This is an optimization exercise on Yosys and OpenROAD, whose aim is small area, a short achievable clock period and few clock cycles, not a production implementation. The RTL was checked by simulation tests, not by an equivalence proof against the original design. Power and IR drop assume default switching activity.

## sierra
// JAM
module JAM (
    input CLK,
    input RST,
    output [3:0] MatchCount,
    output [9:0] MinCost,
    output       Valid,
    output [2:0] W,
    output [2:0] J,
    input  [6:0] Cost
);
==> flow/config.mk <==
export PLATFORM = sky130hd
export DESIGN_NAME = JAM
export DESIGN_NICKNAME = JAM
export VERILOG_FILES = /design/flow/design.v
export SDC_FILE = /design/flow/constraint.sdc
export NUM_CORES = 4
export LEC_CHECK = 0
export CAP_MARGIN = 20
export CORE_MARGIN = 2
export CORE_UTILIZATION = 40
export CTS_CLUSTER_DIAMETER = 100
export CTS_CLUSTER_SIZE = 30
export SETUP_SLACK_MARGIN = 4.0
export SLEW_MARGIN = 20
==> flow/constraint.sdc <==
create_clock -name core_clock -period 7.0 [get_ports {CLK}]
set_input_delay 1.4000 -clock core_clock [delete_from_list [all_inputs] [get_ports {CLK}]]
set_output_delay 1.4000 -clock core_clock [all_outputs]
set_load 0.01 [all_outputs]
run.sh (not shown) runs the stock make flow with config.mk's settings and CLKGATE_MAP_FILE= SYNTH_SCRIPT=/design/flow/synth_recipe.tcl, a recipe that flattens the netlist after the stock synthesis.
Testbench counts of sierra, summed over its fixed seeds: cycles 4,380.
Input-level comparison between maple and sierra:
- swapping 100 for 80 in CTS_CLUSTER_DIAMETER
- swapping 30 for 20 in CTS_CLUSTER_SIZE
## What came out
Relative to sierra, overall power increased by about 2.8% in maple.
The number of storage elements in the synthesis netlist of sierra and that of maple are within noise of each other.
| post-synthesis async set-or-reset flop share | sierra vs maple | ≈ equal |
[compare] base=sierra new=maple: sequential fraction of design power decreased 0.9 points; length of routed met2 wiring now larger.
The run with more routed wire is maple, not sierra.
Compared with sierra, placement density in the core of maple is higher.
Total routing resource utilization after global routing delta (sierra -> maple): insignificant
Number of detailed-route iterations in the first pass for maple: 2 up relative to sierra
> inputs changed (maple -> amber)
- ABC_AREA now 1, previously not set
## What came out
amber: flow completed, timing, DRC and antenna clean. Sort maple and amber by post-layout minimum cycle time desc -> top: amber. Looking at mux cell area share after synthesis, amber sits 4.4 points lower than maple does. Cmp amber vs maple: clock buffer count in the final layout higher in amber. Die footprint (amber vs. maple) decreases slightly. Total clock buffers created by CTS ended up about 3.3% lower on amber than on maple. amber — core outline area 430 um^2 lower, maple as reference. amber does worse than maple on total power draw. Per the comparison of amber with maple, achievable frequency shrank by about 7%; share of power burned in the clock network shrank by 0.3 points.

========
Starting RTL as in the previous note.
Settings: LEC_CHECK=0, CAP_MARGIN=20, CORE_MARGIN=2, CORE_UTILIZATION=40, CTS_CLUSTER_DIAMETER=80, CTS_CLUSTER_SIZE=20, SETUP_SLACK_MARGIN=3.8, SLEW_MARGIN=20; clock period 7.0 ns.
The baseline completed without violations.
Testbench counts at the start, summed over its fixed seeds: cycles 4,380.
Edit:
- SETUP_SLACK_MARGIN: 3.8 -> 3.9
After rerunning: Setup slack gains 0.077 ns; global-route usage is about the same; cell area goes up by 1.0%; non-clock buffer count came out higher by 16; sequential power hardly moves.
Edit:
- SETUP_SLACK_MARGIN: 3.9 -> 4.1
The changed run finished with timing, DRC and antenna clean; sequential power is about the same; clock-buffer cell count drops by 2; die area does not change; utilization came out higher by 1.3 points; hold slack is about the same; routed wire length increases by about 2%.

========
Starting RTL as in the previous note.
==> flow/design.v (excerpt) <==
module JAM (
    input CLK,
    input RST,
    output [3:0] MatchCount,
    output [9:0] MinCost,
    output       Valid,
    output [2:0] W,
    output [2:0] J,
    input  [6:0] Cost
);
localparam ST_SCAN = 2'd0;
localparam ST_Z    = 2'd1;
localparam ST_FIN  = 2'd2;
localparam ST_DONE = 2'd3;
integer k;
reg [1:0] st;
reg [6:0] cnt;
reg [2:0] rc;           
reg [2:0] jr;           
reg [2:0] wr;           
reg [2:0] r;            
reg       first;        
reg       pend;         
reg       pe;           
reg [6:0] dsum;         
reg [6:0] delta;        
reg [8:0] kofs;         
reg [9:0] xh;           
reg [6:0] cost_r;
reg [7:0] dmin;
reg [2:0] j1p, j0p, p1;    
reg [2:0] wp;           
reg [2:0] wro, wpo;     
reg       m1;
reg       aact;
reg [2:0] ar;            
reg [2:0] ac;
reg [9:0] mincost;
reg       valid;
reg [6:0] xz;           
reg [2:0] lp;           
reg [6:0] dmore;        
reg [7:0] zr;
reg [2:0] tpos;         
reg       dst;          
reg       pendc;        
reg       ph1;          
reg [2:0] lvl;
reg [3:0] ds;
reg [7:0] dused;
reg [20:0] dch;
reg [3:0] dcnt;
reg [55:0] cNV;    
reg [63:0] cM;     
reg [23:0] cW;     
reg [7:0]  cU;     
reg [7:0]  cPd;    
reg [23:0] cP;     
reg [7:0]  cMt;    
reg [55:0] rU;     
reg [7:0]  rV;     
reg [7:0]  rPd;    
assign MatchCount = dcnt;
assign MinCost    = mincost;
assign Valid      = valid;
assign W          = wr;
assign J          = jr;
wire scan = (st == ST_SCAN);
wire zp   = (st == ST_Z);
wire hold1 = scan && (cnt == 7'd1) && aact && !adone;
wire s_proc = scan && (cnt >= 7'd2 && cnt <= 7'd9);
wire fclr = first && scan && (cnt >= 7'd1 && cnt <= 7'd8);   
wire z_proc = zp && (cnt >= 7'd2 && cnt <= 7'd65);
wire force0 = ph1 && !pend;
wire [6:0] dsel = (cPd[1] && !pend) ? delta : 7'd0;
wire [6:0] nv_e = force0 ? 7'd0 : (cNV[13:7] + dsel);
wire [6:0] u_e  = force0 ? 7'd0 : (rU[13:7]  + ((rPd[1] && !pend) ? delta : 7'd0));
wire [9:0] xa = force0 ? 10'd0 : {3'b000, cNV[13:7]};
wire [9:0] xb = force0 ? 10'd0 : {3'b000, dsel};
wire [9:0] xc = {kofs[8], kofs};
wire [9:0] xh_e = (xa ^ xb ^ xc) + {((xa[8:0] & xb[8:0]) | (xa[8:0] & xc[8:0]) | (xb[8:0] & xc[8:0])), 1'b0};
wire [9:0] cand = {3'b000, cost_r} + xh;
wire usedh = cU[0];
wire isj0  = !first && (j0p == 3'd0);
wire elig  = !usedh && !isj0;
wire [7:0] mold = cM[7:0];
wire [7:0] din  = dmin;
  ...
make LEC_CHECK=0 CAP_MARGIN=20 CORE_MARGIN=2 CORE_UTILIZATION=40 SETUP_SLACK_MARGIN=4.0 SLEW_MARGIN=20 finish   # period 7.0 ns
Testbench counts at the start, summed over its fixed seeds: cycles 4,380.
==> next run, changes <==
Settings changed: PLACE_DENSITY from default to 0.8.
Result: The new run produced a clean layout; maximum frequency rises slightly; global-route usage is lower by 1.6 points; synthesized cell count stays the same; design area climbs slightly; sequential power fell slightly; via count climbs slightly; worst setup slack gains 0.017 ns; total power came out higher by a few percent; flip-flop and latch count does not change; critical path depth stays the same.
==> next run, changes <==
Settings changed: PLACE_DENSITY 0.8 to default, SETUP_SLACK_MARGIN 4.0 to 4.3.
=>
- die area stays the same
- combinational power went up by a little under a tenth
- maximum frequency goes down by a few percent
- area after synthesis does not change
- power went up by a few percent
- wire length rises by roughly a tenth
- count of clock-buffer cells in the layout increases by 10
- non-clock buffer count went up by 74
- sequential share of layout area is lower by 1.6 points
- design area climbs by a few percent

-- separate check: timing with driven ports --
Ports are ideal in the flow. The routed layouts listed here were re-timed in OpenROAD. Step 1: set_driving_cell puts a clkbuf_16 on CLK and a buf_2 on each other input, an assumption about the parent block. Step 2, shift: input delay + t, output delay - t, t = (earliest + latest rising clock arrival at the registers) / 2. This alone moves slack from input paths to output paths. Three values: ideal, step 1, step 2; two values: the first two.
| run | shift t [ns] | setup slack, ns | worst setup path after step 2 | slew at the worst register clock pin (ns) |
|---|---|---|---|---|
| sierra | 0.625 | 3.950 / 3.947 / 3.914 | input, reset recovery | 0.12 / 0.12 |
| maple | 0.652 | 3.946 / 3.946 / 3.895 | input, reset recovery | 0.09 / 0.09 |
| amber | 0.653 | 3.721 / 3.721 / 3.721 | register to register | 0.09 / 0.09 |
| the first run of note 2 | 0.645 | 3.834 / 3.818 / 3.604 | input, reset recovery | 0.09 / 0.09 |
| the second run of note 2 | 0.659 | 3.911 / 3.890 / 3.557 | input, reset recovery | 0.09 / 0.09 |
| the third run of note 2 | 0.683 | 3.827 / 3.827 / 3.827 | register to register | 0.09 / 0.09 |
| the first run of note 3 | 0.651 | 3.954 / 3.954 / 3.877 | input, reset recovery | 0.07 / 0.07 |
| the second run of note 3 | 0.659 | 3.971 / 3.971 / 3.738 | input, reset recovery | 0.07 / 0.07 |
| the third run of note 3 | 0.653 | 3.830 / 3.830 / 3.830 | register to register | 0.06 / 0.06 |
After both steps every run listed still meets setup and hold. The setup slack of the second run of note 2, which loses most, moves by -0.021 ns with the drivers and by -0.354 ns with both steps. Setup slack includes reset recovery checks.
